Background: an optimization exercise with open tools, aiming at small area, a short achievable clock period and few clock cycles. Do not read the settings as production practice.
RTL that was checked went through simulation tests only; none was proved equivalent to the original.
Power is estimated from default activity; no workload was simulated.

## the baseline
==> flow/design.v <==
module rle (
    clk,
    nreset,
    start,
    message_addr,
    message_size,
    rle_addr,
    rle_size,
    done,
    port_A_data_in,
    port_A_data_out,
    port_A_addr,
    port_A_we
    );
input   clk;
input   nreset;
input   start;
input   [31:0] message_addr;
input   [31:0] message_size;
input   [31:0] rle_addr;
input   [31:0] port_A_data_out;
output reg [31:0] port_A_data_in;
output  [15:0] port_A_addr;
output reg port_A_we;
output  [31:0] rle_size;
output  done;
reg        busy;        
reg        rnew;        
reg        dpend;       
reg        dlast;       
reg        flush;       
reg [13:0] rleft;       
reg [1:0]  lastidx;     
reg [13:0] raddr;
reg [13:0] waddr;
reg [7:0]  v;           
reg [7:0]  c;           
reg        have;        
reg [7:0]  rem_b;       
reg [7:0]  rem_l;       
reg        rem_v;
reg        rem_2;       
reg        rem_b1;      
reg        rem_last;    
reg [15:0] pend;        
reg        pend_v;
reg [13:0] rsw;         
reg        odd;         
assign done = ~busy;
assign rle_size = {16'd0, rsw, odd, 1'b0};
wire [13:0] aword = port_A_we ? waddr : raddr;
assign port_A_addr = {aword, 2'b00};
wire [13:0] anext = aword + 14'd1;      
wire [31:0] d = port_A_data_out;
wire        dact = dpend & ~rem_v;           
wire        act = rem_v | dpend | flush;
wire [1:0]  dlst = dlast ? lastidx : 2'd3;
wire eq0 = (d[7:0]   == v);
wire eq1 = (d[15:8]  == d[7:0]);
wire eq2 = (d[23:16] == d[15:8]);
wire eq3 = (d[31:24] == d[23:16]);
wire c255 = (c == 8'd255);
wire c254 = (c == 8'd254);
wire c253 = (c == 8'd253);
wire c252 = (c == 8'd252);
wire [3:0] dbnd;
assign dbnd[0] = have & (~eq0 | c255);
assign dbnd[1] = (dlst != 2'd0) & (~eq1 | (c254 & eq0));
assign dbnd[2] = dlst[1] & (~eq2 | (c253 & eq0 & eq1));
assign dbnd[3] = (dlst == 2'd3) & (~eq3 | (c252 & eq0 & eq1 & eq2));
wire [3:0] b = dbnd;
wire d_nb0 = ~|b;
wire d_ge2 = (b[0] & b[1]) | (b[0] & b[2]) | (b[0] & b[3]) |
             (b[1] & b[2]) | (b[1] & b[3]) | (b[2] & b[3]);
wire d_nb3 = (b[0] & b[1] & b[2]) | (b[0] & b[1] & b[3]) |
             (b[0] & b[2] & b[3]) | (b[1] & b[2] & b[3]);
wire d_three = b[0] & b[1] & b[2];           
wire [3:0] f1;
assign f1[0] = b[0];
assign f1[1] = b[1] & ~b[0];
assign f1[2] = b[2] & ~b[1] & ~b[0];
assign f1[3] = b[3] & ~b[2] & ~b[1] & ~b[0];
wire [7:0] c1 = c + 8'd1;
wire [7:0] c2 = c + 8'd2;
wire [7:0] c3 = c + 8'd3;
wire [7:0] veff = have ? v : d[7:0];         
wire [7:0] d_len1 = ({8{f1[0]}} & c) | ({8{f1[1]}} & c1) |
                    ({8{f1[2]}} & c2) | ({8{f1[3]}} & c3);
wire [7:0] d_val2 = ({8{f1[0]}} & d[7:0]) | ({8{f1[1]}} & d[15:8]) |
                    ({8{f1[2]}} & d[23:16]);
reg  [1:0] d_len2;      
always @(*) begin
    case (b[2:0])
    3'b101:  d_len2 = 2'd2;
    3'b001:  d_len2 = b[3] ? 2'd3 : 2'd1;
    3'b010:  d_len2 = b[3] ? 2'd2 : 2'd1;
    default: d_len2 = 2'd1;
    endcase
end
reg [7:0] vlast;
always @(*) begin
    case (dlst)
    2'd0: vlast = d[7:0];
    2'd1: vlast = d[15:8];
    2'd2: vlast = d[23:16];
    default: vlast = d[31:24];
    endcase
end
wire [7:0] d_v = d_nb3 ? (d_three ? d[15:8] : d[23:16]) : vlast;
reg [2:0] d_cs;
always @(*) begin
    if (d_nb3)
        d_cs = d_three ? 3'd1 : (b[2] ? 3'd1 : 3'd2);
    else if (b[3])
        d_cs = 3'd1;
    else if (b[2])
        d_cs = {1'b0, dlst} - 3'd1;
    else if (b[1])
        d_cs = {1'b0, dlst};
    else
        d_cs = {1'b0, dlst} + 3'd1;
end
wire [7:0] clast = c + {6'd0, dlst} + 8'd1;
wire [7:0] d_c = d_nb0 ? clast : {5'd0, d_cs};
wire r_two = rem_v & rem_2 & rem_b1;
wire [15:0] p1 = dact ? {veff, d_len1} : {v, c};
wire [15:0] p2 = dact ? {d_val2, 6'd0, d_len2} : {rem_b, 8'd1};
wire nb0 = dact ? d_nb0 : ~(rem_v | flush);
wire ge2 = dact ? d_ge2 : r_two;
wire nb1 = ~nb0 & ~ge2;
wire nb3 = dact & d_nb3;
wire [7:0] v_n = dact ? d_v : rem_l;
wire [7:0] c_n = dact ? d_c : {6'd0, rem_2 & ~rem_b1, ~(rem_2 & ~rem_b1)};
wire        out = flush | ge2 | (~nb0 & pend_v);
wire [31:0] ow = pend_v ? {p1, pend} : {flush ? 16'd0 : p2, p1};
always @(posedge clk or negedge nreset) begin
    if (!nreset) begin
        busy <= 1'b0;
        rnew <= 1'b0;
        dpend <= 1'b0;
        rem_v <= 1'b0;
        flush <= 1'b0;
        port_A_we <= 1'b0;
    end else if (!busy) begin
        port_A_we <= 1'b0;
        rem_v <= 1'b0;
        dpend <= 1'b0;
        flush <= 1'b0;
        busy <= start;
        rnew <= start;
    end else begin
        port_A_we <= out;
        rnew <= ~out & (rnew ? (rleft != 14'd1) : (rleft != 14'd0));
        dpend <= rnew | (dpend & rem_v);
        rem_v <= dact & nb3;
        flush <= (dact & dlast & ~nb3) | (rem_v & rem_last);
        if (flush)
            busy <= 1'b0;
    end
end
always @(posedge clk) begin
    rem_b <= d[23:16];
    rem_l <= vlast;
    rem_2 <= d_three & (dlst == 2'd3);
    rem_b1 <= dbnd[3];
    rem_last <= dlast;
    port_A_data_in <= ow;
end
always @(posedge clk) begin
    if (!busy) begin
        raddr <= message_addr[15:2];
        waddr <= rle_addr[15:2];
        rleft <= message_size[15:2] + {13'd0, message_size[1:0] != 2'd0};
        lastidx <= message_size[1:0] - 2'd1;
        c <= 8'd0;
        have <= 1'b0;
        pend_v <= 1'b0;
        if (start) begin
            rsw <= 14'd0;
            odd <= 1'b0;
        end
    end else begin
        if (rnew) begin
            raddr <= anext;
            rleft <= rleft - 14'd1;
            dlast <= (rleft == 14'd1);
        end
        if (port_A_we)
            waddr <= anext;
        if (act) begin
            have <= 1'b1;
            v <= v_n;
            c <= c_n;
        end
        if (act & ~nb0)
            pend <= pend_v ? p2 : p1;
        pend_v <= pend_v ^ (act & nb1);
        rsw <= rsw + {13'd0, port_A_we} + {13'd0, flush & pend_v};
        if (flush)
            odd <= ~pend_v;
    end
end
endmodule
export LEC_CHECK = 0
export CAP_MARGIN = 20
export CORE_MARGIN = 2
export CORE_UTILIZATION = 40
export SETUP_SLACK_MARGIN = 1.3
export SLEW_MARGIN = 20
create_clock -name core_clock -period 4.5 [get_ports {clk}]
standard.sh (not shown) runs the stock make flow with config.mk's settings and CLKGATE_MAP_FILE= SYNTH_SCRIPT=/design/flow/synth_recipe.tcl, a recipe that flattens the netlist after the stock synthesis.
==> flow/flow/run.sh <==
#!/bin/bash
# Standard layout, with plain buf_1 cells as the port buffers and a clock
# tree of smaller buffers without dummy loads.
export BUFFER_PORTS_ARGS="-buffer_cell sky130_fd_sc_hd__buf_1"
export CTS_ARGS="-sink_clustering_enable -repair_clock_nets -buf_list {sky130_fd_sc_hd__clkbuf_4 sky130_fd_sc_hd__clkbuf_8} -dont_use_dummy_load"
bash standard.sh > standard.log 2>&1
Inputs modified between the baseline and the candidate:
Settings: swapping 1.3 for 1.7 in SETUP_SLACK_MARGIN.
[summary]
Both conditions hold for the candidate: the flow ran to the end and the final layout passed the timing, DRC and antenna checks. The candidate: number of resized instances in the post-cts repair step higher than the baseline. On global routing met1 resource utilization, the candidate and the baseline are basically level. Compared with the baseline, in the candidate worst-path maximum fanout fell by 1; multi-input gate share of total cell area rose 0.76 points; non-clock buffer count saw an increase; first-pass GRT wire length now larger. Launching element of the worst setup path = port_A_data_out[9]: the baseline; launching element of the worst setup path = port_A_data_out[0]: the candidate.
No run of this note included a check of the RTL's function; only the layout flow was run.

---

lane 1:
Another version of the RTL of rle (not shown whole).
Size in the first run: about 190 flip-flops, about 210 I/O pins, roughly 10000 sq um of cells after synthesis.
==> flow/config.mk <==
export PLATFORM = sky130hd
export DESIGN_NAME = rle
export DESIGN_NICKNAME = rle
export VERILOG_FILES = /design/flow/design.v
export SDC_FILE = /design/flow/constraint.sdc
export NUM_CORES = 4
export LEC_CHECK = 0
export CAP_MARGIN = 20
export CORE_MARGIN = 2
export CORE_UTILIZATION = 60
export SETUP_SLACK_MARGIN = 2.5
export SLEW_MARGIN = 20
==> flow/constraint.sdc <==
create_clock -name core_clock -period 4.5 [get_ports {clk}]
set_input_delay 0.9000 -clock core_clock [delete_from_list [all_inputs] [get_ports {clk}]]
set_output_delay 0.9000 -clock core_clock [all_outputs]
set_load 0.01 [all_outputs]
Scripts as last shown in full above: flow/flow/run.sh
Testbench counts of lane 1, summed over its fixed seeds: cycles 6,649.
Edits applied to the flow inputs when going from lane 1 to lane 2:
Settings: a change of SETUP_SLACK_MARGIN from 2.5 to 2.0.
[summary]
Comparing HPWL reported at the end of detailed placement for lane 1 and lane 2, the bigger number came from lane 1. Going from lane 1 to lane 2, the number of cells upsized or downsized after cts was found to have gone down by 83%. On worst setup slack for register-to-register paths: between lane 1 and lane 2, it ends up higher for lane 1. The busiest layer in global routing comes out met2 in one run and met1 in the other, namely in lane 1 and lane 2 respectively. | final hold violation count | lane 1 vs lane 2 | ≈ equal |. Cmp lane 1 and lane 2 / worst path setup slack after routing / higher: lane 1. Lane 2 gives more worst hold slack than lane 1 did.

---

rle, a different RTL version from the one above (not shown whole).
For scale: roughly 1,000 cells after synthesis, about 150 flip-flops, about 210 I/O pins, roughly 9400 sq um of cells after synthesis.
clock: 4.5 ns
lec_check: 0
cap_margin: 20
core_margin: 2
core_utilization: 40
setup_slack_margin: 1.5
slew_margin: 20
run.sh (not shown) runs the stock make flow with config.mk's settings and CLKGATE_MAP_FILE= SYNTH_SCRIPT=/design/flow/synth_recipe.tcl, a recipe that flattens the netlist after the stock synthesis.
Stock flow here: none of the scripts above is used.
The first run completed with no timing, DRC or antenna violations.
Testbench counts at the start, summed over its fixed seeds: cycles 6,590.
Edit:
Settings changed: SETUP_SLACK_MARGIN 1.5 to unset.
Effect: The new run went through all stages and came out clean. Die area does not change. First-iteration DRC count goes down by a little under a tenth. Utilization decreases by 3.5 points. Wire length is lower by a little under a tenth. Clock-buffer cell count fell by 1. Final area goes down by a few percent. Setup slack is worse by 0.81 ns. Clock power hardly moves.

-- separate check: timing with driven ports --
In the flow no input, the clock included, has a driving cell. The finished layouts below were timed again as built, in two steps. Step 1: set_driving_cell puts a clkbuf_16 on clk and a buf_2 on each other input, an assumption about the parent block. Step 2 times the ports against the registers' clock, not the clock port: input delays grow and output delays shrink by t, the midpoint of the rising clock arrivals with the driver on. a / b / c = ideal / step 1 / step 2; a / b = the first two.
run | t, ns | setup WS [ns] | worst setup path after step 2 | worst data-port slew with drivers (ns)
the baseline | 0.488 | 1.324 / 1.332 / 0.844 | input to register | 0.05
the candidate | 0.486 | 1.510 / 1.500 / 1.014 | input to register | 0.08
lane 1 | 0.518 | 2.101 / 2.101 / 2.068 | input to register | 0.05
lane 2 | 0.488 | 2.081 / 2.081 / 1.932 | input to register | 0.05
the first run of note 3 | 0.475 | 1.496 / 1.521 / 1.046 | input to register | 0.07
the second run of note 3 | 0.466 | 0.685 / 0.710 / 0.244 | input to register | 0.06
After both steps every run listed still meets setup and hold. For the candidate, which loses most, drivers alone change the setup slack by -0.010 ns; drivers and shift together by -0.496 ns.
